This is an optimization exercise on Yosys and OpenROAD, whose aim is small area, a short achievable clock period and few clock cycles per item, not a production implementation.
Where RTL was checked, it was by simulation tests only, not by an equivalence proof against the original.
For run 9, only the layout was checked, not whether the RTL still works.
Power and IR drop assume default switching activity.

## design/flow/standard.sh

```bash
#!/bin/bash
# synth_recipe.tcl (not shown) runs the flow's synth.tcl, then flattens the netlist and writes it again
# the make line also repeats each setting of config.mk as NAME=value (left out here)
make -C /OpenROAD-flow-scripts/flow DESIGN_CONFIG=/design/flow/config.mk WORK_HOME=/design/flow/orfs CLKGATE_MAP_FILE= SYNTH_SCRIPT=/design/flow/synth_recipe.tcl "${@:-finish}"
```

## design/flow/constraint.sdc

```tcl
create_clock -name core_clock -period 5.0 [get_ports {clk}]
set_input_delay 1.0000 -clock core_clock [delete_from_list [all_inputs] [get_ports {clk}]]
set_output_delay 1.0000 -clock core_clock [all_outputs]
set_load 0.01 [all_outputs]
```

## design/flow/config.mk

```make
export PLATFORM = sky130hd
export DESIGN_NAME = divider_nr
export DESIGN_NICKNAME = divider_nr
export VERILOG_FILES = /design/flow/design.v
export SDC_FILE = /design/flow/constraint.sdc
export NUM_CORES = 4
export LEC_CHECK = 0
export ABC_AREA = 1
export CAP_MARGIN = 20
export CORE_MARGIN = 2
export CORE_UTILIZATION = 60
export SETUP_SLACK_MARGIN = 1.0
export SLEW_MARGIN = 20
```

## design/flow/flow/run.sh

```bash
#!/bin/bash
cp standard.sh standard_sh.txt
export BUFFER_PORTS_ARGS="-buffer_cell sky130_fd_sc_hd__buf_2"
export ADDER_MAP_FILE=
bash standard.sh > standard.log 2>&1
```

## design/flow/design.v

```verilog
`timescale 1ns/10ps
module leading_ones
  #
  (
   parameter SELECTOR,
   parameter BITS      = 16
   )
  (
   input wire [BITS-1:0]         SW,
   output logic [$clog2(BITS):0] LED
   );
  generate
    if (SELECTOR == "UNIQUE_CASE") begin : g_UNIQUE_CASE
      always_comb begin
        LED           = '0;  
        unique case (1'b1)
          SW[15]:  LED  = 16;
          SW[14]:  LED  = 15;
          SW[13]:  LED  = 14;
          SW[12]:  LED  = 13;
          SW[11]:  LED  = 12;
          SW[10]:  LED  = 11;
          SW[9]:   LED  = 10;
          SW[8]:   LED  = 9;
          SW[7]:   LED  = 8;
          SW[6]:   LED  = 7;
          SW[5]:   LED  = 6;
          SW[4]:   LED  = 5;
          SW[3]:   LED  = 4;
          SW[2]:   LED  = 3;
          SW[1]:   LED  = 2;
          SW[0]:   LED  = 1;
        endcase
      end  
    end else if (SELECTOR == "CASE") begin : g_CASE  
      always_comb begin
        LED           = '0;  
        case (1'b1)
          SW[15]:  LED  = 16;
          SW[14]:  LED  = 15;
          SW[13]:  LED  = 14;
          SW[12]:  LED  = 13;
          SW[11]:  LED  = 12;
          SW[10]:  LED  = 11;
          SW[9]:   LED  = 10;
          SW[8]:   LED  = 9;
          SW[7]:   LED  = 8;
          SW[6]:   LED  = 7;
          SW[5]:   LED  = 6;
          SW[4]:   LED  = 5;
          SW[3]:   LED  = 4;
          SW[2]:   LED  = 3;
          SW[1]:   LED  = 2;
          SW[0]:   LED  = 1;
          default: LED  = 0;
        endcase
      end  
    end else if (SELECTOR == "DOWN_FOR") begin : g_UP_IF
      logic found;
      always_comb begin
        LED = '0;
        found = 1'b0;
        for (int i = $high(SW); i >= $low(SW); i--) begin
          if (SW[i] && !found) begin
            LED = i + 1;
            found = 1'b1;
          end
        end
      end
    end else if (SELECTOR == "UP_FOR") begin : g_DOWN_IF
      always_comb begin
        LED = '0;
        for (int i = $low(SW); i <= $high(SW); i++) begin
          if (SW[i]) begin
            LED = i + 1;
          end
        end
      end
    end
  endgenerate
endmodule
`timescale 1ns/10ps
module divider_nr
  #
  (
   parameter BITS      = 16
   )
  (
   input wire                       clk,
   input wire                       reset,
   input wire                       start,
   input wire unsigned [BITS-1:0]   dividend,
   input wire unsigned [BITS-1:0]   divisor,
   output logic                     done,
   output logic unsigned [BITS-1:0] quotient,
   output logic unsigned [BITS-1:0] remainder
   );
  localparam BC = $clog2(BITS);
  logic [BITS:0]   t_q;        
  logic [BITS-1:0] d_q;        
  logic            q_q;        
  logic [BITS-2:0] quo_q;      
  logic [BC-1:0]   idx_q;      
  logic            bit_q;      
  logic            busy_q;
  logic            norm_q;     
  function automatic logic [3:0] msb_pos(input logic [15:0] x);
    logic [7:0] y8;
    logic [3:0] y4;
    logic [1:0] y2;
    msb_pos[3] = |x[15:8];
    y8         = msb_pos[3] ? x[15:8] : x[7:0];
    msb_pos[2] = |y8[7:4];
    y4         = msb_pos[2] ? y8[7:4] : y8[3:0];
    msb_pos[1] = |y4[3:2];
    y2         = msb_pos[1] ? y4[3:2] : y4[1:0];
    msb_pos[0] = y2[1];
  endfunction
  logic [3:0]    pa, pb;
  logic [4:0]    pdiff;
  logic [BC-1:0] sh;
  assign pa    = msb_pos(dividend);
  assign pb    = msb_pos(divisor);
  assign pdiff = {1'b0, pa} - {1'b0, pb};
  assign sh    = pdiff[4] ? '0 : pdiff[3:0];
  logic [BITS-1:0] rn;
  assign rn = q_q ? d_q : t_q[BITS-1:0];
  logic [BITS:0]   x;
  logic [BITS+1:0] dx;
  always_comb begin
    if (start)
      x = {1'b0, dividend};
    else if (norm_q)
      x = {1'b0, dividend >> idx_q};
    else
      x = {rn, bit_q};
  end
  assign dx = {1'b0, x} - {2'b0, divisor};
  logic [BC-1:0] nidx;
  assign nidx = norm_q ? idx_q - 4'd1 : idx_q - 4'd2;
  assign done      = busy_q && !norm_q && (idx_q == '0);
  assign quotient  = {quo_q, q_q};
  assign remainder = rn;
  always_ff @(posedge clk) begin
    t_q   <= x;
    d_q   <= dx[BITS-1:0];
    q_q   <= ~dx[BITS+1];
    bit_q <= dividend[nidx];
    if (start) begin
      busy_q <= 1'b1;
      norm_q <= (sh != '0);
      idx_q  <= sh;
      quo_q  <= '0;
    end else if (norm_q) begin
      norm_q <= 1'b0;
    end else begin
      if (busy_q) idx_q <= idx_q - 1'b1;
      if (done) busy_q <= 1'b0;
      quo_q <= quotient[BITS-2:0];
    end
    if (reset) begin
      busy_q <= 1'b0;
      norm_q <= 1'b0;
    end
  end
endmodule
```

==> impl_metrics.ini, run 1 <==
[synthesis]
synthesis.area_um2 = 4400
synth.distinct_cells = 45
avgSynthCellArea_um2 = 5.95
synth-edff-count = 4
synthTopCellsByCount = 261 x nand2_1, 75 x inv_1, 65 x nor2_1
yosysWarnings = 1
ys_ff_latch = 55
ys_seq_area_share_pct = 25.9
synthMostInstantiatedCell = nand2_1
syn_nets = 774
synthTopCellsByArea = dfxtp_1 23%, nand2_1 22%, nand3_1 7.3%
postSynth.asyncResetShare_pct = 0
synth_top_area_share_pct = 23.2
yosysTopAreaCell = dfxtp_1
synth_top_flop_cell = dfxtp_1
syn_inst = 739

[placed_design]
routabilityCongestion = 1.00
place_inst = 884
io_buffers = 67
dp_worst_setup_slack_ns = 1.64
dp_hpwl_um = 10600
dpl_cell_area_um2 = 4730

[min_path]
min_path_type = flop to flop

[status]
status = timing/DRC/antenna clean

[clocking]
cts_buffers = 5
max-clock-path-buffers = 2
clock_tree.root_cell = clkbuf_8
cts_hold_buf = 0
clk_pin_slew_ns = 0.10
postCtsSetupBuffers = 0
cts_resized = 0
clk_latency_ns = 0.32
clock_sink_count = 55
cts_htree_levels = 2
cts_tree = built

[power_and_ir_drop]
pwr-share-clk_pct = 13.1
peakVddDrop_mv = 0.259
p_per_area_nw_per_um2 = 426
swShare_pct = 47.8
power.leakage_nw = 2.63
power_frac_comb_pct = 53.9
switchingPower_mw = 0.983
pwr-share-seq_pct = 33.1
p_int_mw = 1.07

[sta]
timing.final.ws_setup_ns = 1.77
fin_setup_tns_ns = 0
setup_viol = 0
grt_setup_unrepaired = no
hold_ws_ns = 0.496
hold_violations = 0
max_slew_margin_pct = 34.9
worst_pin_slew_ns = 0.976
period_minus_slack_ns = 3.23
fin_skew_ns = 0.00798
drv_slew = 0
period_share_pct = 64.7
max_freq_ghz = 0.309

[setup_path]
cp_num_buf_inv = 3
worstPathRequired_ns = 4.00
critical_path.slowest_cell = dfxtp_1
crit_chain = inv_2, or2_2, o21ai_0, inv_1, buf_2
worstSetupStartpointType = flop
worstPathMaxFanout = 18
cp.arrival_ns = 2.23
crit_type = flop to primary output
critPathTopFamily = flip-flops
critPathMaxStageDelay_ns = 0.82
crit_path_end_kind = primary output

[die]
die_height_um = 89.6
rows = 31
io-pin-count = 68
start_util_pct = 61.3
core_area_um2 = 7180
die-width_um = 89.6
die_area_um2 = 8030

[global_routing]
grt_first_pass_wirelength_um = 20700
antenna_found_initial = 0
grt_max_degree = 29
grt-ovfl-total = 0
grtUsageTotal_pct = 33.8
grt_pass1_vias = 4280

[cells_and_area]
regArea_um2 = 1140
antenna_cells = 0
fillers = 723
area_growth_pct = 9.67
nNetsFinal = 827
instances_no_fill = 892
fin_area_um2 = 4820
multi_input_area_um2 = 2780
drive_above_1_share_pct = 19.3

[run]
drv_cap = 0

[routing]
via_per_inst = 5.44
antenna_left = 0
wire_per_inst_um = 14.9
drcViolationCount = 0
drtIter0Drc = 313
vias = 4849
drt_pre_antenna_iters = 7
drt_wl_total_um = 13300
==> layout by cell type (no fill, tap or decap), types with 5 or more instances in the layout <==
cell	n
buf_2	67
nor2_1	65
o21ai_1	12
xor2_1	8
inv_1	75
o21ai_2	7
nand3_1	64
inv_2	15
a22oi_1	5
o21ai_0	45
clkbuf_8	6
a21oi_1	18
nand2_2	23
nor2_4	5
nand2_1	261
o211ai_1	5
nor2_2	9
dfxtp_1	51
==> worst paths after layout <==
path                            startpoint       endpoint  slack [ns]  cells past startpoint
worst max-delay path                   q_q  remainder[15]        1.77                      5
worst min-delay path             quo_q[14]      quo_q[14]        0.50                      2
worst max register to register    idx_q[0]        d_q[14]        2.01                     15
worst min register to register   quo_q[14]      quo_q[14]        0.50                      2
==> routing by layer <==
metal  track usage (%)  vias to the layer above  share of wire, %  wire length [µm]
li1                  -                     2464                 -                 -
met1              42.3                     2122                42              5570
met2              57.3                      219                47              6240
met3              4.11                       44               6.3               842
met4              17.0                        0               4.7               624
met5                 0                        -                 0                 0
==> power groups by stage <==
stage	registers (mW)	clock network [mW]	logic [mW]
finish	0.680	0.269	1.11
CTS	0.677	0.272	1.10
global placement	0.686	0	1.08
global route	0.695	0.290	1.24
detailed placement	0.688	0	1.09
floorplan	0.632	0	0.841
==> worst reg2reg max path, delay by kind of cell, from the launching register on <==
kind	cells	cell delay, ns
buf+inv	1	0.19
compound gates	3	0.56
simple gates	11	1.17
flops	1	1.01
==> state kept, by name, summed over array words and instances (netlist names) <==
name / count
d_q: 16
q_q: 1
idx_q: 4
quo_q: 15
busy_q: 1
norm_q: 1
t_q: 16
bit_q: 1
==> cell type report <==
| class | count | area share (%) |
|---|---|---|
| clock buffers | 7 | 1.79 |
| inverters | 91 | 7.13 |
| well taps | 99 | 2.57 |
| repair buffers | 68 | 7.11 |
| multi-input cells | 571 | 57.6 |
| flip-flops and latches | 55 | 23.7 |
| clock inverters | 1 | 0.182 |
==> cells by family (layout without fill, tap and decap cells) <==
group | count (synthesis) | after routing | share of synthesized area [%]
buffers and inverters | 113 | 167 | 10.9
AO/OA/AOI/OAI | 114 | 114 | 16.3
multiplexers | 1 | 1 | 0.256
XOR/XNOR | 11 | 11 | 2.19
flip-flops | 55 | 55 | 25.9
AND/OR/NAND/NOR | 445 | 445 | 44.4
==> through the flow <==
stage,utilization [%],power [mW]
finish,67.2,2.06
global route,67.2,2.23
CTS,67.2,2.05
floorplan,-,1.47
detailed placement,65.9,1.78
global placement,65.9,1.76
Testbench counts, summed over its fixed seeds: cycles 6,651, items 1,600.
==> inputs of run 2 (changes only) <==
--- a/design/flow/config.mk
+++ b/design/flow/config.mk
@@ -11,3 +11,3 @@
 export CORE_UTILIZATION = 60
-export SETUP_SLACK_MARGIN = 1.0
+export SETUP_SLACK_MARGIN = 1.75
 export SLEW_MARGIN = 20
==> run 2 against run 1 <==
Effect of this change: still clean; cell area increased by 0.60%; sequential power decreased by 1%; non-clock buffer count increased by 2; utilization increased by 0.40 points; total power increased by 0.60%; largest cell class unchanged; largest power group unchanged.
==> impl_metrics.ini, run 2 <==
[status]
status = timing/DRC/antenna clean

[synthesis]
yosysTopAreaCell = dfxtp_1
synthTopCellsByCount = 261 x nand2_1, 75 x inv_1, 65 x nor2_1
synthAdderAreaFrac_pct = 0
ys_seq_area_share_pct = 25.9
synth_top_family_by_area = simple AND/OR/NAND/NOR gates
yosysWarnings = 1
syn_inst = 739
synth_top_area_share_pct = 23.2
synth_compound_area_share_pct = 16.3
synth.area.mux_share_pct = 0.256
synth-edff-count = 4
synthSimpleGateAreaFrac_pct = 44.4
synthTopCellsByArea = dfxtp_1 23%, nand2_1 22%, nand3_1 7.3%
synthesis.area_um2 = 4400
synth.distinct_cells = 45
synthMostInstantiatedCell = nand2_1
synth_xor_area_share_pct = 2.19
postSynth.asyncResetShare_pct = 0
synth_top_flop_cell = dfxtp_1
ys_ff_latch = 55
syn_nets = 774
avgSynthCellArea_um2 = 5.95

[cells_and_area]
layout_commonest_cell = nand2_1
instances_no_fill = 895
nNetsFinal = 830
reg_top3 = d_q (16), t_q (16), quo_q (15)
drive_above_1_share_pct = 19.8
area_growth_pct = 10.3
mostFrequentLayoutCells = 261 x nand2_1, 74 x inv_1, 67 x buf_2
fin_area_um2 = 4850
antenna_cells = 0

[sta]
drv_slew = 0
hold_violations = 0
worst_pin_slew_ns = 0.724
fin_skew_ns = 0.00620
fin_setup_tns_ns = 0
period_share_pct = 60.6
grt_setup_unrepaired = no
setup_viol = 0
max_freq_ghz = 0.330
period_minus_slack_ns = 3.03
max_slew_margin_pct = 51.2

[placed_design]
io_buffers = 67
dp_hpwl_um = 10600
routabilityCongestion = 1.00
place_inst = 884
dpl_cell_area_um2 = 4730

[global_routing]
antenna_found_initial = 0
use_met2_pct = 57.3
grt_max_degree = 29
grt_use_met1_pct = 42.3
grtUsageTotal_pct = 33.8
busiest_layer = met2
grt_pass1_vias = 4280
grtUsageMet3_pct = 4.11
grt_first_pass_wirelength_um = 20700
grt-ovfl-total = 0

[clocking]
cts_tree = built
clk_pin_slew_ns = 0.10
cts_hold_buf = 0
max-clock-path-buffers = 2
clock_sink_count = 55
cts_htree_levels = 2
clock_tree.root_cell = clkbuf_8
cts_buffers = 5
clk_latency_ns = 0.32

[die]
start_util_pct = 61.3
die_area_um2 = 8030
rows = 31
die_height_um = 89.6
die-width_um = 89.6
core_area_um2 = 7180
io-pin-count = 68

[setup_path]
worstPathRequired_ns = 4.00
worstSetupStartpointType = flop
cp.arrival_ns = 2.03
crit_path_end_kind = primary output
critPathMaxStageDelay_ns = 0.66
cp_common_cell = nand2_1
worstPathMaxFanout = 15
r2r_start = idx_q[0]
reg2regPathDepth = 16
r2r-end = d_q[14]
crit_chain = inv_2, nand2_1, nor2_1, nand2_1, nor3_1, buf_2
r2r_slack_ns = 2.28
critical_path.slowest_cell = edfxtp_1
crit_type = flop to primary output

[routing]
drt_pre_antenna_iters = 5
wire_per_inst_um = 15.1
drtIter0Drc = 362
antenna_left = 0
via_per_inst = 5.47
vias = 4900
drt_wl_total_um = 13500
drcViolationCount = 0

[min_path]
min_path_type = flop to flop
hold-path-endpoint = quo_q[14]
min_path_cells = 2
min_from = quo_q[14]

[run]
drv_cap = 0

[power_and_ir_drop]
p_per_area_nw_per_um2 = 426
peakVddDrop_mv = 0.264
power.leakage_nw = 2.64
## run 2: cell counts after synthesis
No cell type changed its count.
## run 2: through the flow
stage	hold WS (ns)	util (%)	power, mW	setup WS, ns
CTS	0.501	67.2	2.05	1.79
finish	0.496	67.6	2.07	1.97
floorplan	0.461	-	1.47	2.41
global placement	0.463	65.9	1.76	1.69
global route	0.523	67.6	2.23	1.78
detailed placement	0.486	65.9	1.78	1.64
## run 2: worst max path at each step
| stage | startpoint | cells past startpoint | end | slack (ns) |
|---|---|---|---|---|
| 2_1_floorplan | dividend[8] | 16 | idx_q[0] | 2.41 |
| 3_3_place_gp | start | 15 | d_q[13] | 1.69 |
| 3_5_place_dp | start | 15 | d_q[11] | 1.64 |
| 4_1_cts | q_q | 5 | remainder[15] | 1.79 |
| 5_1_grt | start | 14 | d_q[11] | 1.78 |
| 6_report | idx_q[0] | 6 | done | 1.97 |
## run 2: area by class of cell
type / instances / area (µm²)
Tap cell: 99 / 124
Multi-Input combinational cell: 571 / 2780
Clock inverter: 1 / 8.76
Sequential cell: 55 / 1140
Timing Repair inverter: 1 / 5.00
Clock buffer: 7 / 86.3
Timing Repair Buffer: 70 / 362
Fill cell: 727 / 2320
Inverter: 91 / 348
## run 2: worst max-delay path: cells and delay by family (launching register included)
kind	cells	cell delay (ns)
buffers and inverters	2	0.39
DFF	1	0.66
and+or+nand+nor	4	0.66
## run 2: cell families after synthesis
family / Yosys count
buf+inv: 113
simple gates: 445
mux: 1
flops: 55
xor+xnor: 11
compound gates: 114
## run 2: power breakdown
| part | leakage [nW] | internal, mW | switching [mW] | total (mW) |
|---|---|---|---|---|
| Combinational | 2.12 | 0.381 | 0.745 | 1.13 |
| Sequential | 0.468 | 0.583 | 0.0901 | 0.673 |
| Clock | 0.0484 | 0.114 | 0.155 | 0.269 |
## run 2: repair_timing
item                                    in CTS  in global routing
buffers inserted                             0                  2
gates resized for setup                      0                  2
endpoints found under the setup margin       0                 11
## run 2: metal layers
layer  routed length, µm  up-vias
li1                    -     2468
met1                5640     2186
met2                6320      202
met3                 877       44
met4                 633        0
met5                   0        -
==> inputs of run 3 (changes only) <==
--- a/design/flow/config.mk
+++ b/design/flow/config.mk
@@ -11,3 +11,3 @@
 export CORE_UTILIZATION = 60
-export SETUP_SLACK_MARGIN = 1.75
+export SETUP_SLACK_MARGIN = 1.5
 export SLEW_MARGIN = 20
==> run 3 against run 2 <==
Effect of this change: critical endpoint is now remainder[15]; critical path depth shrank 1; cell area fell by 0.59%; count of clock-buffer cells in the layout did not move; first-iteration DRC count shrank 14%; area after synthesis did not move; utilization is 0.40 points lower; register-to-register slack lost 0.27 ns; total power shrank 0.60%; sequential share of layout area rose by 0.11 points; worst hold slack hardly changed.
==> impl_metrics.ini, run 3 <==
[cells_and_area]
area_growth_pct = 9.67
antenna_cells = 0
nNetsFinal = 827
fillers = 723
mostFrequentLayoutCells = 261 x nand2_1, 75 x inv_1, 67 x buf_2
reg_top3 = d_q (16), t_q (16), quo_q (15)
layout_commonest_cell = nand2_1
drive_above_1_share_pct = 19.3
instances_no_fill = 892

[power_and_ir_drop]
power.leakage_nw = 2.63
total_power_mw = 2.06
p_per_area_nw_per_um2 = 426
peakVddDrop_mv = 0.259

[global_routing]
grt-ovfl-total = 0
grtUsageTotal_pct = 33.8
antenna_found_initial = 0
grt_max_degree = 29
grt_first_pass_wirelength_um = 20700
grt_pass1_vias = 4280

[sta]
drv_slew = 0
hold_ws_ns = 0.496
max_slew_margin_pct = 34.9
fin_setup_tns_ns = 0
period_minus_slack_ns = 3.23
worst_pin_slew_ns = 0.976
period_share_pct = 64.7
setup_viol = 0
timing.final.ws_setup_ns = 1.77
hold_violations = 0
grt_setup_unrepaired = no
fin_skew_ns = 0.00798
max_freq_ghz = 0.309

[synthesis]
postSynth.asyncResetShare_pct = 0
ys_ff_latch = 55
yosysWarnings = 1
synth_top_flop_cell = dfxtp_1
syn_inst = 739
syn_nets = 774
ys_seq_area_share_pct = 25.9
synthesis.area_um2 = 4400
synthTopCellsByArea = dfxtp_1 23%, nand2_1 22%, nand3_1 7.3%
avgSynthCellArea_um2 = 5.95
synthMostInstantiatedCell = nand2_1
synth-edff-count = 4
synthTopCellsByCount = 261 x nand2_1, 75 x inv_1, 65 x nor2_1
synth_top_area_share_pct = 23.2
synth.distinct_cells = 45
yosysTopAreaCell = dfxtp_1

[setup_path]
cp_num_buf_inv = 3
crit_path_end_kind = primary output
cp.arrival_ns = 2.23
worstSetupStartpointType = flop
crit_chain = inv_2, or2_2, o21ai_0, inv_1, buf_2
worstPathRequired_ns = 4.00
critical_path.slowest_cell = dfxtp_1
crit_type = flop to primary output
critPathMaxStageDelay_ns = 0.82
critPathTopFamily = flip-flops
crit_cells = 5
worstPathMaxFanout = 18
reg2regPathDepth = 15

[die]
core_area_um2 = 7180
rows = 31
io-pin-count = 68
die-width_um = 89.6
die_height_um = 89.6
die_area_um2 = 8030
start_util_pct = 61.3

[clocking]
cts_resized = 0
max-clock-path-buffers = 2
clock_sink_count = 55
cts_buffers = 5
cts_hold_buf = 0
clk_latency_ns = 0.32
cts_tree = built
postCtsSetupBuffers = 0
clock_tree.root_cell = clkbuf_8
cts_htree_levels = 2
clk_pin_slew_ns = 0.10

[routing]
drt_wl_total_um = 13300
vias = 4849
drtIter0Drc = 313
antenna_left = 0
wire_per_inst_um = 14.9
drcViolationCount = 0
via_per_inst = 5.44
drt_pre_antenna_iters = 7

[placed_design]
io_buffers = 67
place_inst = 884
routabilityCongestion = 1.00
dp_hpwl_um = 10600
dp_worst_setup_slack_ns = 1.64

[run]
drv_cap = 0

[min_path]
min_path_cells = 2
min_path_type = flop to flop

[status]
status = timing/DRC/antenna clean
==> run 3: cell counts after synthesis <==
No cell type changed its count.
==> run 3: logic make-up (layout without fill, tap and decap cells) <==
kind of cell	count (synthesis)	in the layout	synth area share, %
AO/OA/AOI/OAI	114	114	16.3
multiplexers	1	1	0.256
flip-flops	55	55	25.9
XOR/XNOR	11	11	2.19
buffers and inverters	113	167	10.9
AND/OR/NAND/NOR	445	445	44.4
==> run 3: routing by layer <==
layer / vias up / part of all wire, % / global-route usage [%]
li1: 2464 / - / -
met2: 219 / 47 / 57.3
met4: 0 / 4.7 / 17.0
met5: - / 0 / 0
met1: 2122 / 42 / 42.3
met3: 44 / 6.3 / 4.11
==> run 3: worst paths after layout <==
path         slack (ns)       from             to
max                1.77        q_q  remainder[15]
min reg2reg        0.50  quo_q[14]      quo_q[14]
min                0.50  quo_q[14]      quo_q[14]
max reg2reg        2.01   idx_q[0]        d_q[14]
==> run 3: final cells by class <==
cell class | count | area, µm² | area share [%]
multi-input combinational | 571 | 2780 | 57.6
sequential | 55 | 1140 | 23.7
inverter | 91 | 344 | 7.13
timing repair buffer | 68 | 343 | 7.11
tap | 99 | 124 | 2.57
clock buffer | 7 | 86.3 | 1.79
clock inverter | 1 | 8.76 | 0.182
==> run 3: report_power, final <==
group | total, mW | internal (mW) | leakage (nW) | switching, mW
registers | 0.680 | 0.582 | 0.468 | 0.0979
clock network | 0.269 | 0.114 | 0.0484 | 0.154
logic | 1.11 | 0.377 | 2.11 | 0.730
==> run 3: worst reg2reg max path: stages (launching register included) <==
cell      delay, ns
edfxtp_1       1.01
inv_2          0.19
o21ai_1        0.22
nand2_1        0.10
o211ai_1       0.12
nand3_1        0.15
nand3_2        0.12
nand2_2        0.06
nand2_2        0.09
nand2_2        0.07
o21ai_1        0.22
nand2_1        0.11
nand2_1        0.17
nand3_1        0.14
nand3_1        0.11
nand2_1        0.05
==> run 3: stage by stage <==
stage	area [µm²]	utilization, %
finish	4820	67.2
floorplan	4400	-
global route	4820	67.2
CTS	4820	67.2
global placement	4730	65.9
detailed placement	4730	65.9
==> inputs of run 4 (changes only) <==
--- a/design/flow/config.mk
+++ b/design/flow/config.mk
@@ -11,3 +11,3 @@
 export CORE_UTILIZATION = 60
-export SETUP_SLACK_MARGIN = 1.5
+export SETUP_SLACK_MARGIN = 2.0
 export SLEW_MARGIN = 20
==> run 4 against run 3 <==
Effect of this change: still clean; global-route usage rose by 0.40 points; setup slack improved by 0.34 ns; critical path depth did not move; critical endpoint unchanged; largest cell class unchanged; largest power group unchanged.
==> impl_metrics.ini, run 4 <==
[synthesis]
synth_top_flop_cell = dfxtp_1
synthTopCellsByCount = 261 x nand2_1, 75 x inv_1, 65 x nor2_1
synthMostInstantiatedCell = nand2_1
postSynth.asyncResetShare_pct = 0
yosysWarnings = 1
synth-edff-count = 4
syn_nets = 774
synth.distinct_cells = 45
yosysTopAreaCell = dfxtp_1
ys_ff_latch = 55
syn_inst = 739
avgSynthCellArea_um2 = 5.95
synthesis.area_um2 = 4400
ys_seq_area_share_pct = 25.9
synthTopCellsByArea = dfxtp_1 23%, nand2_1 22%, nand3_1 7.3%
synth_top_area_share_pct = 23.2

[cells_and_area]
antenna_cells = 0
mostFrequentLayoutCells = 261 x nand2_1, 74 x inv_1, 67 x buf_2
drive_above_1_share_pct = 20.4
nNetsFinal = 836
area_growth_pct = 11.3
reg_top3 = d_q (16), t_q (16), quo_q (15)
layout_commonest_cell = nand2_1

[die]
die-width_um = 89.6
start_util_pct = 61.3
io-pin-count = 68
core_area_um2 = 7180
rows = 31
die_area_um2 = 8030
die_height_um = 89.6

[routing]
wl_met2_um = 6290
drtIter0Drc = 294
antenna_left = 0
drt_wl_total_um = 13500
via_per_inst = 5.48
drt_pre_antenna_iters = 7
drcViolationCount = 0
wl_met1_um = 5650
wl_met3_um = 977
routed.top_layer = met4
wire_per_inst_um = 15.0
vias = 4935

[clocking]
cts_htree_levels = 2
cts_hold_buf = 0
clock_tree.root_cell = clkbuf_8
clk_pin_slew_ns = 0.11
clock_sink_count = 55
cts_tree = built
max-clock-path-buffers = 2
cts_buffers = 5
clk_latency_ns = 0.32

[run]
drv_cap = 0

[setup_path]
crit_type = flop to primary output
crit_chain = inv_2, or2_2, o21ai_0, inv_1, buf_2
cp.arrival_ns = 1.89
critPathMaxStageDelay_ns = 0.59
critical_path.slowest_cell = dfxtp_2
worstPathMaxFanout = 18
crit_path_end_kind = primary output
cp_num_buf_inv = 3
worstSetupStartpointType = flop
worstPathRequired_ns = 4.00
critPathTopFamily = flip-flops

[sta]
drv_slew = 0
period_share_pct = 57.8
max_slew_margin_pct = 48.6
period_minus_slack_ns = 2.89
worst_pin_slew_ns = 0.763
grt_setup_unrepaired = no
hold_violations = 0
fin_skew_ns = 0.00997
fin_setup_tns_ns = 0
setup_viol = 0
max_freq_ghz = 0.346

[power_and_ir_drop]
power_frac_comb_pct = 55.0
peakVddDrop_mv = 0.262
power.leakage_nw = 2.67
pwr-share-seq_pct = 32.0
swShare_pct = 47.7
switchingPower_mw = 0.992
pwr-share-clk_pct = 13.0
p_int_mw = 1.09
total_power_mw = 2.08
p_per_area_nw_per_um2 = 424

[global_routing]
grtUsageTotal_pct = 34.2
grt_pass1_vias = 4307
antenna_found_initial = 0
grt_first_pass_wirelength_um = 20900
grt-ovfl-total = 0
grt_max_degree = 26

[min_path]
min_path_type = flop to flop

[placed_design]
dp_hpwl_um = 10600
routabilityCongestion = 1.00
io_buffers = 67

[status]
status = timing/DRC/antenna clean
run 4: cell counts after synthesis:
No cell type changed its count.
run 4: layer usage:
layer	global-route usage, %	vias to the layer above
met2	58.0	228
met1	43.0	2187
met4	17.0	0
met5	0	-
li1	-	2478
met3	4.11	42
run 4: cells by family after synthesis:
| logic type | synth area share, % |
|---|---|
| muxes | 0.256 |
| xor gates and xnor gates | 2.19 |
| DFF | 25.9 |
| AOI/OAI and AO/OA | 16.3 |
| buffers and inverters | 10.9 |
| and+or+nand+nor | 44.4 |
run 4: final cells by class:
| type | count | area [µm²] |
|---|---|---|
| fillers | 715 | 2280 |
| flip-flops and latches | 55 | 1140 |
| inverters | 91 | 348 |
| well taps | 99 | 124 |
| repair buffers | 76 | 407 |
| repair inverters | 1 | 5.00 |
| clock inverters | 1 | 8.76 |
| clock buffers | 7 | 86.3 |
| multi-input cells | 571 | 2780 |
run 4: repair_timing:
item,CTS,global route
gates cloned,1,0
setup endpoints to repair,4,12
resized for setup,2,1
setup buffers,2,6
hold endpoints to repair,0,0
run 4: final timing paths:
path              from       endpoint  slack (ns)  cells after the start
max                q_q  remainder[15]        2.11                      5
min          quo_q[14]      quo_q[14]        0.50                      2
max reg2reg   idx_q[2]        d_q[11]        2.40                     18
min reg2reg  quo_q[14]      quo_q[14]        0.50                      2
run 4: worst register-to-register path: cells and delay by family, from the launching register on:
kind	cells	cell delay, ns
DFF	1	0.65
buffers and inverters	2	0.42
and+or+nand+nor	14	1.12
AOI/OAI and AO/OA	2	0.33
run 4: per-stage QoR:
stage               setup WS [ns]  hold slack (ns)  area, µm²  utilization (%)  cells
floorplan                    2.41            0.461       4400                -    739
global placement             1.69            0.463       4730             65.9    884
detailed placement           1.64            0.486       4730             65.9    884
CTS                          2.02            0.501       4850             67.6    895
global route                 2.00            0.523       4900             68.3    901
finish                       2.11            0.496       4900             68.3    901
run 4: power groups by stage:
stage,clock (mW),sequential [mW],combinational [mW]
after global placement,0,0.686,1.08
after floorplan,0,0.632,0.841
after global routing,0.290,0.677,1.28
final,0.271,0.664,1.14
after CTS,0.272,0.670,1.11
after detailed placement,0,0.688,1.09
==> inputs of run 5 (changes only) <==
--- a/design/flow/design.v
+++ b/design/flow/design.v
@@ -101,2 +101,4 @@
   logic            q_q;        
+  logic            qn_q;       
+  logic            done_q;     
   logic [BITS-2:0] quo_q;      
@@ -126,3 +128,3 @@
   logic [BITS-1:0] rn;
-  assign rn = q_q ? d_q : t_q[BITS-1:0];
+  assign rn = ({BITS{q_q}} & d_q) | ({BITS{qn_q}} & t_q[BITS-1:0]);
   logic [BITS:0]   x;
@@ -140,3 +142,3 @@
   assign nidx = norm_q ? idx_q - 4'd1 : idx_q - 4'd2;
-  assign done      = busy_q && !norm_q && (idx_q == '0);
+  assign done      = done_q;
   assign quotient  = {quo_q, q_q};
@@ -147,2 +149,7 @@
     q_q   <= ~dx[BITS+1];
+    qn_q  <= dx[BITS+1];
+    if (start)
+      done_q <= (sh == '0);
+    else
+      done_q <= busy_q && !norm_q && !done_q && (idx_q == 4'd1);
     bit_q <= dividend[nidx];
@@ -163,2 +170,3 @@
       norm_q <= 1'b0;
+      done_q <= 1'b0;
     end
--- a/design/flow/config.mk
+++ b/design/flow/config.mk
@@ -11,3 +11,3 @@
 export CORE_UTILIZATION = 60
-export SETUP_SLACK_MARGIN = 2.0
+export SETUP_SLACK_MARGIN = 2.3
 export SLEW_MARGIN = 20
==> run 5 against run 4 <==
Effect of this change: critical endpoint is now remainder[4]; clock skew up 0.0047 ns; highest routed layer unchanged; largest power group unchanged; cell area up 13%; combinational power up 5%; worst hold slack worse by 0.0040 ns; non-clock buffer count up 12; sequential power up 7.1%; fmax up 9.6%; routed wire length up 9.4%; critical path depth down 3; via count up 7.1%; cell count up 0.55%; sequential share of layout area down 1.9 points.
==> impl_metrics.ini, run 5 <==
[synthesis]
postSynth.asyncResetShare_pct = 0
synth.distinct_cells = 49
synth-edff-count = 4
synth.area.mux_share_pct = 0
synthSimpleGateAreaFrac_pct = 41.5
syn_inst = 726
synth_top_flop_cell = dfxtp_1
syn_nets = 761
yosysWarnings = 1
ys_seq_area_share_pct = 26.6
synth_compound_area_share_pct = 18.3
synthTopCellsByArea = dfxtp_1 24%, nand2_1 21%, nand3_1 6.3%
ys_ff_latch = 57
yosysTopAreaCell = dfxtp_1
synth_top_family_by_area = simple AND/OR/NAND/NOR gates
synthesis.area_um2 = 4440
synth_top_area_share_pct = 23.9
synthAdderAreaFrac_pct = 0
avgSynthCellArea_um2 = 6.11
synthTopCellsByCount = 245 x nand2_1, 74 x inv_1, 68 x nor2_1
synth_xor_area_share_pct = 3.16
synthMostInstantiatedCell = nand2_1

[setup_path]
worstSetupStartpointType = flop
cp.arrival_ns = 1.64
crit_path_end_kind = primary output
worstPathMaxFanout = 18
crit_type = flop to primary output
worstPathRequired_ns = 4.00

[sta]
fin_skew_ns = 0.0146
setup_viol = 0
drv_slew = 0
period_share_pct = 52.8
grt_setup_unrepaired = yes
timing.final.ws_setup_ns = 2.36
period_minus_slack_ns = 2.64
hold_violations = 0
max_freq_ghz = 0.379
fin_setup_tns_ns = 0
max_slew_margin_pct = 31.6
worst_pin_slew_ns = 1.02

[placed_design]
place_inst = 869
dp_worst_setup_slack_ns = 1.51
dpl_cell_area_um2 = 4770
io_buffers = 67
dp_hpwl_um = 10500
routabilityCongestion = 0.995

[cells_and_area]
mostFrequentLayoutCells = 208 x nand2_1, 70 x inv_1, 62 x buf_2
fin_area_um2 = 5510
drive_above_1_share_pct = 30.7
area_growth_pct = 24.2
layout_commonest_cell = nand2_1
reg_top3 = d_q (16), t_q (16), quo_q (15)
instances_no_fill = 906
antenna_cells = 0
final_util_pct = 76.4
nNetsFinal = 837

[clocking]
clk_latency_ns = 0.35
cts_tree = built
clock_sink_count = 57
cts_buffers = 9
cts_htree_levels = 3
max-clock-path-buffers = 2
clock_tree.root_cell = clkbuf_8
clk_pin_slew_ns = 0.08

[power_and_ir_drop]
swShare_pct = 46.0
power_frac_comb_pct = 51.1
power.leakage_nw = 2.80
switchingPower_mw = 1.08
pwr-share-seq_pct = 30.3
p_per_area_nw_per_um2 = 425
peakVddDrop_mv = 0.322
pwr-share-clk_pct = 18.5
p_int_mw = 1.27

[die]
die_area_um2 = 8100
rows = 31
core_area_um2 = 7210
start_util_pct = 61.5
die_height_um = 90.0
io-pin-count = 68
die-width_um = 90.0

[routing]
drtIter0Drc = 547
via_per_inst = 5.83
drt_wl_total_um = 14800
drt_pre_antenna_iters = 9
wire_per_inst_um = 16.3
antenna_left = 0
vias = 5283
drcViolationCount = 0

[run]
drv_cap = 0

[global_routing]
grtUsageTotal_pct = 34.1
grt_max_degree = 31
grt-ovfl-total = 0
antenna_found_initial = 0
grt_pass1_vias = 4623
grt_first_pass_wirelength_um = 22100

[min_path]
min_path_type = flop to flop

[status]
status = timing/DRC/antenna clean
run 5: changes by cell type in the layout (fill, tap and decap cells not counted), moves of 8 or more:
cell     delta
nor2_4      +8
buf_4      +16
nand3_1    -23
nand2_2    +24
a22o_1     +16
nand2_1    -53
nor2_1     -12
o21ai_0    -14
nand3_2    +10
run 5: metal layers:
| layer | vias up | GRT usage (%) | wire length [µm] |
|---|---|---|---|
| met5 | - | 0 | 0 |
| met4 | 0 | 16.4 | 984 |
| met3 | 109 | 5.87 | 1350 |
| met2 | 317 | 57.3 | 6750 |
| met1 | 2352 | 42.4 | 5690 |
| li1 | 2505 | - | - |
run 5: final cells by class:
| cell class | count | area, µm² |
|---|---|---|
| Clock buffer | 10 | 149 |
| Clock inverter | 6 | 47.5 |
| Fill cell | 590 | 1700 |
| Inverter | 86 | 334 |
| Multi-Input combinational cell | 559 | 3150 |
| Sequential cell | 57 | 1180 |
| Tap cell | 99 | 124 |
| Timing Repair Buffer | 88 | 526 |
| Timing Repair inverter | 1 | 5.00 |
run 5: final timing paths:
| path | cells past startpoint | slack [ns] | end | from |
|---|---|---|---|---|
| setup / recovery | 2 | 2.36 | remainder[4] | q_q |
| setup reg to reg | 15 | 2.43 | d_q[15] | norm_q |
| hold / removal | 2 | 0.49 | quo_q[14] | quo_q[14] |
| hold reg to reg | 2 | 0.49 | quo_q[14] | quo_q[14] |
run 5: logic make-up after synthesis:
group | Yosys count
XOR/XNOR | 13
AND/OR/NAND/NOR | 420
AO/OA/AOI/OAI | 126
buffers and inverters | 110
flip-flops | 57
run 5: power by group through the flow:
stage	logic, mW	clock network, mW	registers [mW]
after detailed placement	1.02	0	0.734
after global routing	1.30	0.457	0.723
after CTS	1.05	0.435	0.714
final	1.20	0.434	0.711
after floorplan	0.803	0	0.653
after global placement	1.01	0	0.726
run 5: critical path, cell delays in order (launching register included):
cell     delay [ns]
dfxtp_1        0.80
a22o_1         0.33
buf_2          0.15
run 5: timing repair:
action / in CTS / in global routing
resized for setup: 5 / 112
setup endpoints to repair: 18 / 19
setup buffers: 5 / 15
gates cloned: 1 / 0
pin swaps: 1 / 37
hold buffers: 0 / 0
run 5: stage by stage:
| stage | total power, mW | hold slack, ns |
|---|---|---|
| finish | 2.34 | 0.492 |
| global placement | 1.74 | 0.459 |
| floorplan | 1.46 | 0.460 |
| global route | 2.48 | 0.537 |
| CTS | 2.20 | 0.498 |
| detailed placement | 1.75 | 0.480 |
Testbench counts of run 5, summed over its fixed seeds: cycles 6,651, items 1,600.
==> inputs of run 6 (changes only) <==
--- a/design/flow/config.mk
+++ b/design/flow/config.mk
@@ -11,3 +11,3 @@
 export CORE_UTILIZATION = 60
-export SETUP_SLACK_MARGIN = 2.3
+export SETUP_SLACK_MARGIN = 1.8
 export SLEW_MARGIN = 20
==> run 6 against run 5 <==
Effect of this change: cell area shrank 9.5%; register-to-register slack lost 0.37 ns; setup slack lost 0.30 ns; combinational power shrank 12%; fmax shrank 10%; flip-flop and latch count is the same; largest cell class unchanged; clock power is essentially flat; critical path type is now flop to flop; still clean on timing, DRC and antenna; area after synthesis is the same.
==> impl_metrics.ini, run 6 <==
[status]
status = timing/DRC/antenna clean

[setup_path]
worstSetupStartpointType = flop
crit_type = flop to flop
crit_start = idx_q[1]
worstPathMaxFanout = 25
r2r_start = idx_q[1]
cp.arrival_ns = 3.18
crit_path_end_kind = flop
worstPathRequired_ns = 5.24

[clocking]
clock_sink_count = 57
clock_tree.root_cell = clkbuf_8
clk_latency_ns = 0.35
cts_buffers = 9
cts_htree_levels = 3
cts_tree = built
clk_pin_slew_ns = 0.08
max-clock-path-buffers = 2
cts_hold_buf = 0

[routing]
wire_per_inst_um = 15.3
drcViolationCount = 0
drtIter0Drc = 361
drt_wl_total_um = 13600
via_per_inst = 5.64
antenna_left = 0
drt_pre_antenna_iters = 5
vias = 4999

[die]
start_util_pct = 61.5
io-pin-count = 68
die-width_um = 90.0
die_height_um = 90.0
rows = 31
die_area_um2 = 8100
core_area_um2 = 7210

[cells_and_area]
layout_commonest_cell = nand2_1
instances_no_fill = 887
reg_top3 = d_q (16), t_q (16), quo_q (15)
antenna_cells = 0
area_growth_pct = 12.4
nNetsFinal = 818
mostFrequentLayoutCells = 245 x nand2_1, 73 x inv_1, 67 x nor2_1
drive_above_1_share_pct = 18.8
fin_area_um2 = 4990

[sta]
fin_setup_tns_ns = 0
fin_skew_ns = 0.0114
setup_viol = 0
worst_pin_slew_ns = 1.04
period_minus_slack_ns = 2.94
max_slew_margin_pct = 30.1
max_freq_ghz = 0.340
grt_setup_unrepaired = no
hold_violations = 0
drv_slew = 0
period_share_pct = 58.8
timing.final.ws_setup_ns = 2.06

[global_routing]
grt_pass1_vias = 4558
grt-ovfl-total = 0
grt_max_degree = 30
grtUsageTotal_pct = 33.2
grt_first_pass_wirelength_um = 21600
antenna_found_initial = 0

[synthesis]
synth-edff-count = 4
avgSynthCellArea_um2 = 6.11
postSynth.asyncResetShare_pct = 0
synthesis.area_um2 = 4440
syn_inst = 726
ys_seq_area_share_pct = 26.6
syn_nets = 761
yosysTopAreaCell = dfxtp_1
ys_ff_latch = 57
synth_top_flop_cell = dfxtp_1
synth_top_area_share_pct = 23.9
synthTopCellsByCount = 245 x nand2_1, 74 x inv_1, 68 x nor2_1
synth.distinct_cells = 49
yosysWarnings = 1
synthTopCellsByArea = dfxtp_1 24%, nand2_1 21%, nand3_1 6.3%
synthMostInstantiatedCell = nand2_1

[placed_design]
routabilityCongestion = 0.995
io_buffers = 67
dpl_cell_area_um2 = 4770
place_inst = 869
dp_worst_setup_slack_ns = 1.51
dp_hpwl_um = 10500

[power_and_ir_drop]
peakVddDrop_mv = 0.314
p_per_area_nw_per_um2 = 441
power.leakage_nw = 2.64
total_power_mw = 2.20

[min_path]
min_path_type = flop to flop
min_from = quo_q[14]

[run]
drv_cap = 0
==> run 6: critical path, stage by stage (launching register included) <==
cell and delay [ns]:
edfxtp_1 0.91, inv_2 0.25, nand2_1 0.16, nand3_1 0.19, o211ai_1 0.32, nand2_1 0.13, nand2_1 0.09, nand2_1 0.10
nor2_1 0.18, nand3_1 0.10, nand2_1 0.16, nand2_1 0.10, nand3b_1 0.09, nand2_1 0.06
==> run 6: metrics by stage <==
stage	hold WS (ns)	util (%)
6_report	0.492	69.2
3_3_place_gp	0.459	66.1
3_5_place_dp	0.480	66.1
5_1_grt	0.537	69.2
4_1_cts	0.498	68.8
2_1_floorplan	0.460	-
==> run 6: worst paths after layout <==
path	slack, ns	cells past startpoint	to
max	2.06	13	d_q[10]
min	0.49	2	quo_q[14]
max reg2reg	2.06	13	d_q[10]
min reg2reg	0.49	2	quo_q[14]
==> run 6: layout make-up <==
cell class,instances,area (µm²)
Timing Repair inverter,1,5.00
Inverter,86,332
Clock inverter,6,47.5
Tap cell,99,124
Timing Repair Buffer,69,357
Sequential cell,57,1180
Multi-Input combinational cell,559,2800
Clock buffer,10,149
Fill cell,702,2220
==> run 6: timing repair <==
| item | 4_1_cts | 5_1_grt |
|---|---|---|
| endpoints found under the setup margin | 0 | 11 |
| resized for setup | 0 | 3 |
| hold endpoints to repair | 0 | 0 |
| buffers inserted | 0 | 1 |
==> run 6: cell families after synthesis <==
group | share of synthesized area [%]
AOI/OAI and AO/OA | 18.3
xor gates and xnor gates | 3.16
buffers and inverters | 10.5
DFF | 26.6
and+or+nand+nor | 41.5
==> run 6: per-layer routing <==
metal / track usage, % / part of all wire [%]
met1: 40.9 / 40
met5: 0 / 0
met4: 15.9 / 4.2
met2: 56.1 / 47
met3: 5.70 / 8.8
==> run 6: power breakdown <==
part	leakage (nW)	total, mW	internal (mW)	switching, mW
combinational	2.06	1.05	0.390	0.656
clock	0.0984	0.433	0.214	0.219
sequential	0.484	0.723	0.601	0.122
total	2.64	2.20	1.20	0.997
==> inputs of run 7 (changes only) <==
--- a/design/flow/config.mk
+++ b/design/flow/config.mk
@@ -10,4 +10,4 @@
 export CORE_MARGIN = 2
-export CORE_UTILIZATION = 60
-export SETUP_SLACK_MARGIN = 1.8
+export CORE_UTILIZATION = 55
+export SETUP_SLACK_MARGIN = 2.0
 export SLEW_MARGIN = 20
==> run 7 against run 6 <==
Effect of this change: routed wire length is 2.7% higher; clock skew is 0.0025 ns higher; cell count is 1.5% higher; die area is 8.7% higher; global-route usage is 0.88 points lower; total power is 1.3% higher; combinational power hardly changed; critical path depth is 5 higher; count of clock-buffer cells in the layout stayed put; synthesized cell count stayed put; sequential share of layout area is 0.44 points lower; setup slack better by 0.11 ns.
==> impl_metrics.ini, run 7 <==
[synthesis]
yosysWarnings = 1
synth_top_area_share_pct = 23.9
syn_nets = 761
synthTopCellsByArea = dfxtp_1 24%, nand2_1 21%, nand3_1 6.3%
ys_ff_latch = 57
synth-edff-count = 4
ys_seq_area_share_pct = 26.6
synthTopCellsByCount = 245 x nand2_1, 74 x inv_1, 68 x nor2_1
synthesis.area_um2 = 4440
avgSynthCellArea_um2 = 6.11
yosysTopAreaCell = dfxtp_1
synth_top_flop_cell = dfxtp_1
synth.distinct_cells = 49
synthMostInstantiatedCell = nand2_1
syn_inst = 726
postSynth.asyncResetShare_pct = 0

[cells_and_area]
drive_above_1_share_pct = 20.3
antenna_cells = 0
layout_commonest_cell = nand2_1
mostFrequentLayoutCells = 244 x nand2_1, 73 x inv_1, 66 x buf_2
reg_top3 = d_q (16), t_q (16), quo_q (15)
nNetsFinal = 829
area_growth_pct = 14.6

[global_routing]
grtUsageTotal_pct = 32.3
grt_pass1_vias = 4513
grt_first_pass_wirelength_um = 22000
antenna_found_initial = 0
grt_max_degree = 31
grt-ovfl-total = 0

[sta]
fin_setup_tns_ns = 0
period_share_pct = 56.6
max_slew_margin_pct = 34.0
hold_violations = 0
period_minus_slack_ns = 2.83
drv_slew = 0
worst_pin_slew_ns = 0.980
grt_setup_unrepaired = no
setup_viol = 0
fin_skew_ns = 0.0139
max_freq_ghz = 0.353

[clocking]
cts_tree = built
cts_buffers = 9
clock_tree.root_cell = clkbuf_8
cts_hold_buf = 0
clk_pin_slew_ns = 0.07
max-clock-path-buffers = 2
clock_sink_count = 57
clk_latency_ns = 0.35
cts_htree_levels = 3

[die]
die_area_um2 = 8810
start_util_pct = 57.2
io-pin-count = 68
core_area_um2 = 7770
rows = 32
die-width_um = 93.8
die_height_um = 93.8

[run]
drv_cap = 0

[routing]
via_per_inst = 5.56
vias = 5003
drt_wl_total_um = 13900
drtIter0Drc = 386
wire_per_inst_um = 15.5
drcViolationCount = 0
antenna_left = 0
drt_pre_antenna_iters = 6

[setup_path]
cp.arrival_ns = 3.08
crit_start = dividend[15]
crit_path_end_kind = flop
r2r_slack_ns = 2.24
worstPathMaxFanout = 5
r2r_start = idx_q[2]
worstPathRequired_ns = 5.24
r2r-end = d_q[15]
worstSetupStartpointType = input port
reg2regPathDepth = 15
crit_type = input port to flop

[placed_design]
routabilityCongestion = 0.966
dp_hpwl_um = 10600
io_buffers = 67

[power_and_ir_drop]
peakVddDrop_mv = 0.290
power.leakage_nw = 2.70
p_per_area_nw_per_um2 = 439
total_power_mw = 2.23

[min_path]
min_path_cells = 1
min_path_type = flop to flop
min_from = done_q
hold-path-endpoint = busy_q

[status]
status = timing/DRC/antenna clean
## run 7: changes by cell type in the layout (fill, tap and decap cells not counted), sizes merged
cell / previous run / this run
clkbuf: 11 / 10
inv: 87 / 86
buf: 68 / 80
clkinvlp: 3 / 2
bufinv: 0 / 1
## run 7: per-layer routing
layer	global-route usage (%)	part of all wire [%]	wire (µm)	vias up
met2	53.6	46	6460	236
met4	16.1	4.7	648	0
met3	3.93	7.4	1020	47
li1	-	-	-	2480
met1	41.2	42	5800	2240
met5	0	0	0	-
## run 7: stage by stage
stage	std cells	hold WS (ns)	utilization [%]	instance area, µm²	setup WS [ns]
2_1_floorplan	726	0.460	-	4440	2.39
3_3_place_gp	872	0.456	61.5	4770	1.58
3_5_place_dp	872	0.471	61.5	4770	1.51
4_1_cts	889	0.488	64.2	4990	2.01
5_1_grt	900	0.526	65.5	5090	2.00
6_report	900	0.479	65.5	5090	2.17
## run 7: cell families (layout without fill, tap and decap cells)
logic type,after synthesis,in the layout,synth area share [%]
compound gates,126,126,18.3
flops,57,57,26.6
xor+xnor,13,13,3.16
buf+inv,110,182,10.5
simple gates,420,420,41.5
## run 7: how the worst max path moves through the flow
| stage | to | slack, ns | depth (start not counted) |
|---|---|---|---|
| final | d_q[15] | 2.17 | 18 |
| after global routing | d_q[10] | 2.00 | 20 |
| after CTS | d_q[10] | 2.01 | 13 |
| after detailed placement | d_q[13] | 1.51 | 13 |
| after global placement | d_q[9] | 1.58 | 15 |
| after floorplan | idx_q[3] | 2.39 | 18 |
## run 7: area by class of cell
| type | count | area [µm²] |
|---|---|---|
| Fill cell | 775 | 2680 |
| Clock buffer | 10 | 138 |
| Timing Repair inverter | 1 | 5.00 |
| Tap cell | 102 | 128 |
| Sequential cell | 57 | 1180 |
| Inverter | 86 | 332 |
| Clock inverter | 5 | 55.1 |
| Timing Repair Buffer | 80 | 439 |
| Multi-Input combinational cell | 559 | 2810 |
## run 7: critical path, cell delays in order
cell and delay, ns:
buf_2 0.14, inv_2 0.07, nand2_1 0.05, o21ai_1 0.11
nand2_1 0.13, nand3_2 0.15, o211ai_1 0.36, nand2_1 0.14
nand2_1 0.14, nand2_2 0.09, nor2_1 0.15, nand2_1 0.06
inv_1 0.05, nand2_1 0.04, nand2_1 0.15, nand2_1 0.09
nand3b_1 0.09, nand2_1 0.06
## run 7: power by group
group / switching (mW) / internal, mW / total, mW
Clock: 0.201 / 0.240 / 0.442
Combinational: 0.674 / 0.403 / 1.08
Sequential: 0.110 / 0.601 / 0.711
Total: 0.986 / 1.24 / 2.23
## run 7: timing repair
item	CTS	global route
resized for setup	3	5
setup buffers	1	11
hold endpoints to repair	0	0
pin swaps	0	3
cloned	1	0
setup endpoints to repair	12	15
==> inputs of run 8 (changes only) <==
--- a/design/flow/config.mk
+++ b/design/flow/config.mk
@@ -10,3 +10,3 @@
 export CORE_MARGIN = 2
-export CORE_UTILIZATION = 55
+export CORE_UTILIZATION = 60
 export SETUP_SLACK_MARGIN = 2.0
==> run 8 against run 7 <==
Effect of this change: critical path depth down 2; highest routed layer unchanged; cell area shrank 1.1%; via count is 0.52% higher; critical path type unchanged; sequential power grew 1%; worst hold slack better by 0.014 ns; non-clock buffer count down 6; still clean on timing, DRC and antenna; area after synthesis unchanged.
==> impl_metrics.ini, run 8 <==
[status]
status = timing/DRC/antenna clean

[min_path]
min_path_cells = 2
min_path_type = flop to flop
hold-path-endpoint = quo_q[14]
min_from = quo_q[14]

[clocking]
max-clock-path-buffers = 2
clk_pin_slew_ns = 0.08
clock_tree.root_cell = clkbuf_8
cts_htree_levels = 3
clock_sink_count = 57
cts_buffers = 9
clk_latency_ns = 0.35
cts_tree = built

[synthesis]
synth_top_area_share_pct = 23.9
synthesis.area_um2 = 4440
yosysTopAreaCell = dfxtp_1
ys_ff_latch = 57
synth_top_flop_cell = dfxtp_1
syn_nets = 761
postSynth.asyncResetShare_pct = 0
synthTopCellsByCount = 245 x nand2_1, 74 x inv_1, 68 x nor2_1
synthTopCellsByArea = dfxtp_1 24%, nand2_1 21%, nand3_1 6.3%
yosysWarnings = 1
ys_seq_area_share_pct = 26.6
synth.distinct_cells = 49
avgSynthCellArea_um2 = 6.11
synthMostInstantiatedCell = nand2_1
syn_inst = 726
synth-edff-count = 4

[setup_path]
r2r-end = d_q[11]
cp.arrival_ns = 3.01
r2r_slack_ns = 2.28
r2r_start = idx_q[2]
reg2regPathDepth = 15
worstPathMaxFanout = 5
crit_type = input port to flop
worstSetupStartpointType = input port
worstPathRequired_ns = 5.23
crit_path_end_kind = flop

[cells_and_area]
drive_above_1_share_pct = 19.3
layout_commonest_cell = nand2_1
reg_top3 = d_q (16), t_q (16), quo_q (15)
mostFrequentLayoutCells = 245 x nand2_1, 73 x inv_1, 67 x nor2_1
fin_area_um2 = 5030
antenna_cells = 0
area_growth_pct = 13.3
nNetsFinal = 823
final_util_pct = 69.7
instances_no_fill = 892
fillers = 699

[global_routing]
antenna_found_initial = 0
grtUsageTotal_pct = 33.5
grt_first_pass_wirelength_um = 21800
grt-ovfl-total = 0
grt_pass1_vias = 4582
grt_max_degree = 31

[die]
rows = 31
core_area_um2 = 7210
die_area_um2 = 8100
start_util_pct = 61.5
die-width_um = 90.0
io-pin-count = 68
die_height_um = 90.0

[routing]
drt_pre_antenna_iters = 6
wl_met3_um = 1210
wire_per_inst_um = 15.4
drcViolationCount = 0
wl_met1_um = 5560
drtIter0Drc = 379
antenna_left = 0
via_per_inst = 5.64
wl_met2_um = 6430
vias = 5029
routed.top_layer = met4
drt_wl_total_um = 13700

[sta]
grt_setup_unrepaired = yes
drv_slew = 0
worst_pin_slew_ns = 0.999
max_slew_margin_pct = 32.7
period_share_pct = 55.5
fin_setup_tns_ns = 0
max_freq_ghz = 0.360
setup_viol = 0
fin_skew_ns = 0.0136
period_minus_slack_ns = 2.78
hold_ws_ns = 0.492
timing.final.ws_setup_ns = 2.22
hold_violations = 0

[placed_design]
dp_hpwl_um = 10500
dpl_cell_area_um2 = 4770
dp_worst_setup_slack_ns = 1.51
place_inst = 869
routabilityCongestion = 0.995
io_buffers = 67

[run]
drv_cap = 0

[power_and_ir_drop]
total_power_mw = 2.21
p_per_area_nw_per_um2 = 440
peakVddDrop_mv = 0.315
power.leakage_nw = 2.66
[run 8: worst max-delay path: stages]
cell and delay (ns):
buf_2 0.14, inv_2 0.06, nand2_1 0.05, o21ai_1 0.12
nand2_1 0.12, nand3_1 0.20, o211ai_1 0.32, nand2_1 0.13
nand2_1 0.09, nand2_1 0.10, nor2_1 0.18, nand3_1 0.10
nand2_1 0.16, nand2_1 0.10, nand3b_1 0.09, nand2_1 0.06
[run 8: cell type report]
cell class                 count  area (µm²)  area share [%]
clock inverter                 6        47.5           0.946
multi-input combinational    559        2800            55.6
tap                           99         124            2.46
sequential                    57        1180            23.5
clock buffer                  10         149            2.96
inverter                      86         332            6.59
timing repair buffer          74         394            7.84
timing repair inverter         1        5.00          0.0995
[run 8: layer usage]
metal	vias to the layer above	GRT usage, %
met5	-	0
met2	269	57.0
met4	0	16.2
met3	49	5.11
met1	2236	41.3
li1	2475	-
[run 8: repair_timing]
| action | in CTS | in global routing |
|---|---|---|
| gates resized for setup | 2 | 1 |
| endpoints found under the setup margin | 11 | 14 |
| buffers inserted | 0 | 6 |
| gates cloned | 1 | 0 |
| endpoints found under the hold margin | 0 | 0 |
| hold buffers | 0 | 0 |
| pin swaps | 0 | 0 |
[run 8: power by group]
group          switching (mW)  total (mW)  internal [mW]
combinational           0.663        1.06          0.393
clock                   0.220       0.434          0.214
sequential              0.119       0.720          0.601
total                    1.00        2.21           1.21
[run 8: cell families after synthesis]
kind of cell / share of synthesized area (%)
compound gates: 18.3
xor+xnor: 3.16
buf+inv: 10.5
flops: 26.6
simple gates: 41.5
[run 8: worst max path at each step]
stage | from | to | slack, ns | cells past startpoint
5_1_grt | idx_q[0] | d_q[11] | 1.98 | 17
2_1_floorplan | divisor[9] | idx_q[3] | 2.39 | 18
3_5_place_dp | start | d_q[11] | 1.51 | 15
4_1_cts | idx_q[0] | d_q[10] | 2.02 | 13
3_3_place_gp | start | d_q[12] | 1.56 | 14
6_report | dividend[15] | d_q[10] | 2.22 | 16
==> inputs of run 9 (changes only) <==
--- a/design/flow/design.v
+++ b/design/flow/design.v
@@ -127,2 +127,10 @@
   assign sh    = pdiff[4] ? '0 : pdiff[3:0];
+  logic [BITS-1:0] bmask;
+  logic            wider;
+  always_comb begin
+    bmask[BITS-1] = divisor[BITS-1];
+    for (int i = BITS-2; i > 0; i--) bmask[i] = bmask[i+1] | divisor[i];
+    bmask[0] = 1'b1;   
+  end
+  assign wider = |(dividend & ~bmask);
   logic [BITS-1:0] rn;
@@ -132,3 +140,3 @@
   always_comb begin
-    if (start)
+    if (!busy_q || done_q)
       x = {1'b0, dividend};
@@ -151,3 +159,3 @@
     if (start)
-      done_q <= (sh == '0);
+      done_q <= !wider;
     else
@@ -157,3 +165,3 @@
       busy_q <= 1'b1;
-      norm_q <= (sh != '0);
+      norm_q <= wider;
       idx_q  <= sh;
--- a/design/flow/config.mk
+++ b/design/flow/config.mk
@@ -11,3 +11,3 @@
 export CORE_UTILIZATION = 60
-export SETUP_SLACK_MARGIN = 2.0
+export SETUP_SLACK_MARGIN = 2.3
 export SLEW_MARGIN = 20
==> run 9 against run 8 <==
Effect of this change: total power is 9.6% lower; synthesized cell count increased by 13%; setup slack improved by 0.10 ns.
==> impl_metrics.ini, run 9 <==
[status]
status = timing/DRC/antenna clean

[cells_and_area]
drive_above_1_share_pct = 23.2
instances_no_fill = 993
mostFrequentLayoutCells = 260 x nand2_1, 98 x nand3_1, 87 x inv_1
layout_commonest_cell = nand2_1
regArea_um2 = 1190
multi_input_area_um2 = 3140
area_growth_pct = 20.1
fillers = 689
antenna_cells = 0
reg_top3 = d_q (16), t_q (16), quo_q (15)
nNetsFinal = 921

[sta]
fin_skew_ns = 0.00915
setup_viol = 0
max_slew_margin_pct = 46.4
period_share_pct = 53.4
timing.final.ws_setup_ns = 2.33
grt_setup_unrepaired = yes
period_minus_slack_ns = 2.67
fin_setup_tns_ns = 0
worst_pin_slew_ns = 0.802
hold_violations = 0
max_freq_ghz = 0.374
drv_slew = 0

[global_routing]
grtUsageMet3_pct = 7.97
grt_use_met1_pct = 45.7
grt_first_pass_wirelength_um = 24600
use_met2_pct = 59.0
antenna_found_initial = 0
grt_max_degree = 32
grt_pass1_vias = 5164
grtUsageTotal_pct = 36.2
busiest_layer = met2
grt-ovfl-total = 0

[placed_design]
routabilityCongestion = 1.05
dp_hpwl_um = 11600
io_buffers = 67
place_inst = 959
dp_worst_setup_slack_ns = 1.79

[setup_path]
worstPathRequired_ns = 4.00
worstPathMaxFanout = 16
crit_path_end_kind = primary output
crit_type = flop to primary output
worstSetupStartpointType = flop
r2r-end = d_q[14]
r2r_slack_ns = 2.50
reg2regPathDepth = 18
r2r_start = idx_q[2]
cp.arrival_ns = 1.67

[routing]
wire_per_inst_um = 15.9
via_per_inst = 5.90
drtIter0Drc = 589
vias = 5854
antenna_left = 0
drt_wl_total_um = 15800
drt_pre_antenna_iters = 7
drcViolationCount = 0

[clocking]
cts_hold_buf = 0
clk_pin_slew_ns = 0.08
cts_tree = built
clk_latency_ns = 0.35
clock_tree.root_cell = clkbuf_8
clock_sink_count = 57
cts_htree_levels = 3
max-clock-path-buffers = 2
cts_buffers = 9

[die]
io-pin-count = 68
rows = 32
start_util_pct = 60.8
die_area_um2 = 8430
die-width_um = 91.8
die_height_um = 91.8
core_area_um2 = 7610

[synthesis]
synth-edff-count = 4
synthesis.area_um2 = 4630
synthTopCellsByCount = 288 x nand2_1, 102 x nand3_1, 93 x inv_1
synth_top_area_share_pct = 23.4
yosysTopAreaCell = nand2_1
ys_seq_area_share_pct = 25.5
yosysWarnings = 1
synthMostInstantiatedCell = nand2_1
synth_top_flop_cell = dfxtp_1
postSynth.asyncResetShare_pct = 0
syn_inst = 819
synthTopCellsByArea = nand2_1 23%, dfxtp_1 23%, nand3_1 11%
avgSynthCellArea_um2 = 5.65
syn_nets = 854
ys_ff_latch = 57
synth.distinct_cells = 41

[power_and_ir_drop]
power.leakage_nw = 2.98
total_power_mw = 2.00
peakVddDrop_mv = 0.230
p_per_area_nw_per_um2 = 360

[min_path]
min_path_type = flop to flop
min_path_cells = 2
hold-path-endpoint = quo_q[14]
min_from = quo_q[14]

[run]
drv_cap = 0
## run 9: changes by cell type after synthesis, moves of 4 or more
cell	delta
nor2_1	+16
nand2_1	+43
o211ai_1	-4
clkbuf_1	+4
inv_2	-4
o21ai_0	+6
nand3_1	+46
a22oi_1	-7
a21oi_1	+4
nand3b_1	-7
o21ai_2	-8
inv_1	+19
o21ai_1	-9
## run 9: critical path: stages, from the launching register on
cell and delay [ns]:
dfxtp_1 0.85, a22o_1 0.30, buf_2 0.16
## run 9: kinds of logic after synthesis
group                     count (synthesis)  share of synthesized area [%]
buffers and inverters                   130                           11.7
xor gates and xnor gates                 11                           2.08
and+or+nand+nor                         516                           47.2
AOI/OAI and AO/OA                       105                           13.5
DFF                                      57                           25.5
## run 9: per-stage QoR
stage	hold slack [ns]	utilization [%]	instance area [µm²]
final	0.492	73.1	5560
after global routing	0.523	73.1	5560
after CTS	0.493	68.9	5240
after detailed placement	0.476	65.0	4950
after global placement	0.474	65.0	4950
after floorplan	0.511	-	4640
## run 9: worst max path at each step
stage,startpoint,endpoint,slack [ns]
floorplan,divisor[15],idx_q[3],2.30
detailed placement,norm_q,d_q[13],1.79
global placement,norm_q,qn_q,1.78
global route,divisor[10],idx_q[2],2.24
finish,qn_q,remainder[9],2.33
CTS,idx_q[1],d_q[13],2.28
## run 9: timing repair
action | 4_1_cts | 5_1_grt
resized for setup | 8 | 80
pin swaps | 1 | 17
cloned | 1 | 0
buffers inserted | 5 | 12
endpoints found under the setup margin | 19 | 21
## run 9: cell type report
cell class	instances	area share, %
inverters	100	6.91
repair buffers	85	8.69
clock buffers	10	2.48
multi-input cells	632	56.5
repair inverters	1	0.135
well taps	102	2.30
flip-flops and latches	57	21.3
clock inverters	6	1.62
## run 9: power breakdown
group	switching, mW	leakage, nW	internal (mW)
clock network	0.217	0.113	0.296
logic	0.548	2.38	0.308
registers	0.0760	0.485	0.555
total	0.841	2.98	1.16
## run 9: layer usage
layer	share of wire [%]	wire length, µm
met1	38	6070
met3	11	1810
met5	0	0
met4	5.7	897
met2	44	7020

## separate check: timing with driven ports
Ports are ideal in the flow. The routed layouts listed here were re-timed in OpenROAD.
Step 1 assumes that a clkbuf_16 drives the clock port and a buf_2 every other input.
Step 2 adds t to the input delays and takes it off the output delays; t is the mean of the earliest and latest rising clock arrival at the registers after step 1. Input paths then give back, and output paths get back, about the clock's delay inside the block.
a / b / c = ideal ports / drivers / drivers and shift; a / b = the first two.
run	shift t [ns]	setup slack, ns	worst setup path at the end	slew at the worst register clock pin (ns)	cell pins on the clock port's net
run 1	0.349	1.766 / 1.730 / 1.586	input to register	0.10 / 0.10	1
run 2	0.350	1.969 / 1.934 / 1.661	input to register	0.10 / 0.10	1
run 3	0.349	1.766 / 1.730 / 1.586	input to register	0.10 / 0.10	1
run 4	0.351	2.108 / 2.072 / 1.859	input to register	0.11 / 0.11	1
run 5	0.376	2.361 / 2.330 / 2.001	input to register	0.08 / 0.08	1
run 6	0.374	2.058 / 2.058 / 1.719	input to register	0.08 / 0.08	1
run 7	0.377	2.168 / 2.179 / 1.802	input to register	0.07 / 0.07	1
run 8	0.374	2.224 / 2.234 / 1.860	input to register	0.08 / 0.08	1
run 9	0.383	2.329 / 2.295 / 1.991	input to register	0.08 / 0.08	1
After both steps every run listed still meets setup and hold. For run 7, which loses most, drivers alone change the setup slack by +0.011 ns; drivers and shift together by -0.366 ns.
